Background: an optimization exercise with open tools, aiming at small area and few clock cycles. Do not read the settings as production practice.
In this exercise RTL edits were held to simulation tests only and were not proved equivalent to the original.
No activity file was given, so power comes from the tool's default toggle rates.

==> flow/design.v <==
`timescale 1ns/100ps
module util_axis_fifo #(
  parameter DATA_WIDTH = 64,
  parameter ASYNC_CLK = 0,
  parameter ADDRESS_WIDTH = 4,
  parameter M_AXIS_REGISTERED = 1
)(
  input                       m_axis_aclk,
  input                       m_axis_aresetn,
  input                       m_axis_ready,
  output                      m_axis_valid,
  output [DATA_WIDTH-1:0]     m_axis_data,
  output                      m_axis_empty,
  output [ADDRESS_WIDTH:0]    m_axis_level,
  input                       s_axis_aclk,
  input                       s_axis_aresetn,
  output                      s_axis_ready,
  input                       s_axis_valid,
  input [DATA_WIDTH-1:0]      s_axis_data,
  output                      s_axis_full,
  output [ADDRESS_WIDTH:0]    s_axis_room);
  localparam DEPTH = 1 << ADDRESS_WIDTH;
  reg [DATA_WIDTH-1:0]  mem [0:DEPTH-1];
  reg [ADDRESS_WIDTH:0] waddr;
  reg [ADDRESS_WIDTH:0] raddr;
  wire [ADDRESS_WIDTH:0] count;
  wire                  mem_full;
  wire                  mem_empty;
  wire                  wr;
  wire                  rd;
  assign count = waddr - raddr;
  assign mem_full = (count == DEPTH);
  assign mem_empty = (count == 0);
  assign s_axis_ready = ~mem_full;
  assign s_axis_full = mem_full;
  assign s_axis_room = DEPTH - count;
  assign wr = s_axis_valid & ~mem_full;
  always @(posedge s_axis_aclk)
    if (wr)
      mem[waddr[ADDRESS_WIDTH-1:0]] <= s_axis_data;
  generate
    if (M_AXIS_REGISTERED == 1) begin : g_reg
      reg                  out_valid;
      reg [DATA_WIDTH-1:0] out_data;
      assign rd = ~mem_empty & (~out_valid | m_axis_ready);
      always @(posedge m_axis_aclk) begin
        if (m_axis_aresetn == 1'b0) begin
          out_valid <= 1'b0;
        end else if (~out_valid | m_axis_ready) begin
          out_valid <= ~mem_empty;
        end
      end
      always @(posedge m_axis_aclk)
        if (rd)
          out_data <= mem[raddr[ADDRESS_WIDTH-1:0]];
      assign m_axis_valid = out_valid;
      assign m_axis_data = out_data;
      assign m_axis_empty = ~out_valid;
      assign m_axis_level = count + out_valid;
    end else begin : g_noreg
      assign rd = ~mem_empty & m_axis_ready;
      assign m_axis_valid = ~mem_empty;
      assign m_axis_data = mem[raddr[ADDRESS_WIDTH-1:0]];
      assign m_axis_empty = mem_empty;
      assign m_axis_level = count;
    end
  endgenerate
  always @(posedge s_axis_aclk) begin
    if (s_axis_aresetn == 1'b0) begin
      waddr <= 'd0;
      raddr <= 'd0;
    end else begin
      if (wr)
        waddr <= waddr + 1'b1;
      if (rd)
        raddr <= raddr + 1'b1;
    end
  end
endmodule
module rwt_sample_pack #(
  parameter UWIDTH = 56
)(
  input               clk,
  input               aresetn,
  output              s_axi_ready,
  input               s_axi_valid,
  input [3:0]         s_axi_enables,
  input [63:0]        s_axi_data,
  input [UWIDTH-1:0]  s_axi_user,
  input               s_axi_last,
  input               m_axi_ready,
  output              m_axi_valid,
  output [63:0]       m_axi_data,
  output [UWIDTH-1:0] m_axi_user,
  output              m_axi_last
);
  wire        en_a = |s_axi_enables[1:0];
  wire        en_b = |s_axi_enables[3:2];
  wire        both = en_a & en_b;
  wire [31:0] half = en_a ? s_axi_data[31:0] : s_axi_data[63:32];
  reg         out_valid;
  reg         hold_valid;
  reg [31:0]  out_hi;       
  reg [31:0]  out_lo;
  reg [UWIDTH-1:0] out_user;
  reg         out_last;     
  wire        free = ~out_valid | m_axi_ready;
  assign s_axi_ready = free;
  assign m_axi_valid = out_valid;
  assign m_axi_data  = {out_hi, out_lo};
  assign m_axi_user  = out_user;
  assign m_axi_last  = out_last;
  always @(posedge clk)
  begin
    if (aresetn == 1'b0) begin
      out_valid <= 1'b0;
      hold_valid <= 1'b0;
    end else if (free) begin
      out_valid <= s_axi_valid & (hold_valid | both);
      if (s_axi_valid)
        hold_valid <= ~hold_valid & ~both;
    end
  end
  always @(posedge clk)
  begin
    if (free) begin
      out_lo <= half;
      out_user <= s_axi_user;
      out_last <= s_axi_last | (hold_valid & out_last);
      if (~hold_valid)
        out_hi <= (en_a & ~en_b) ? s_axi_data[31:0] : s_axi_data[63:32];
    end
  end
endmodule
make LEC_CHECK=0 CAP_MARGIN=20 CORE_MARGIN=2 CORE_UTILIZATION=40 PLACE_DENSITY=0.6 SLEW_MARGIN=20 finish   # period 4.0 ns
run.sh (not shown) runs the stock make flow with config.mk's settings and CLKGATE_MAP_FILE= SYNTH_SCRIPT=/design/flow/synth_recipe.tcl, a recipe that flattens the netlist after the stock synthesis.
Testbench counts at the start, summed over its fixed seeds: cycles 26,703.
==> next run, changes <==
--- a/flow/design.v
+++ b/flow/design.v
@@ -99,36 +99,40 @@
   wire        both = en_a & en_b;
   wire [31:0] half = en_a ? s_axi_data[31:0] : s_axi_data[63:32];
   reg         out_valid;
   reg         hold_valid;
-  reg [31:0]  out_hi;       
-  reg [31:0]  out_lo;
+  reg [31:0]  hold_data;
+  reg         hold_last;
+  reg [63:0]  out_data;
   reg [UWIDTH-1:0] out_user;
-  reg         out_last;     
+  reg         out_last;
   wire        free = ~out_valid | m_axi_ready;
-  assign s_axi_ready = free;
+  assign s_axi_ready = free | (~hold_valid & ~both);
   assign m_axi_valid = out_valid;
-  assign m_axi_data  = {out_hi, out_lo};
+  assign m_axi_data  = out_data;
   assign m_axi_user  = out_user;
   assign m_axi_last  = out_last;
   always @(posedge clk)
   begin
     if (aresetn == 1'b0) begin
       out_valid <= 1'b0;
       hold_valid <= 1'b0;
-    end else if (free) begin
-      out_valid <= s_axi_valid & (hold_valid | both);
-      if (s_axi_valid)
+    end else begin
+      if (free)
+        out_valid <= s_axi_valid & (hold_valid | both);
+      if (s_axi_valid & s_axi_ready)
         hold_valid <= ~hold_valid & ~both;
     end
   end
   always @(posedge clk)
   begin
     if (free) begin
-      out_lo <= half;
+      out_data <= {hold_valid ? hold_data : s_axi_data[63:32], half};
       out_user <= s_axi_user;
-      out_last <= s_axi_last | (hold_valid & out_last);
-      if (~hold_valid)
-        out_hi <= (en_a & ~en_b) ? s_axi_data[31:0] : s_axi_data[63:32];
+      out_last <= s_axi_last | (hold_valid & hold_last);
+    end
+    if (~hold_valid) begin
+      hold_data <= half;
+      hold_last <= s_axi_last;
     end
   end
 endmodule
Outcome: The changed run completed without violations. Non-clock buffer count rose by 3. Design area rose by 13%. Critical path depth rose by 2. Core utilization fell by 4.6 points. Wire length rose by 12%. Power rose by 15%. Synthesized cell count rose by 17%. Area after synthesis rose by about 20%. Global-route usage fell by 1.4 points. Cell count rose by about 12%. Hold slack is worse by 17 ps. Via count rose by 11%.
Testbench counts after the change, summed over its fixed seeds: cycles 25,399.

## static timing again, ports no longer ideal
No port has a modelled driver above. Below, the same layouts with a new extraction and two added sets of constraints.
Step 1, drivers: a clkbuf_16 drives clk and a buf_2 each remaining input, both assumed.
Step 2, shift: input delay + t, output delay - t, t = (earliest + latest rising clock arrival at the registers) / 2. This alone moves slack from input paths to output paths.
Slacks: no drivers / after step 1 / after step 2; pairs: no drivers / after step 1.
run	shift t [ns]	setup slack, ns	worst setup path after step 2	worst data-port slew with drivers (ns)
the first run	0.443	1.165 / 1.132 / 0.996	input to register	0.10
the second run	0.453	0.876 / 0.850 / 0.850	input to output	0.09
After both steps setup and hold are still met in every run listed. The setup slack of the first run, which loses most, moves by -0.033 ns with the drivers and by -0.169 ns with both steps.
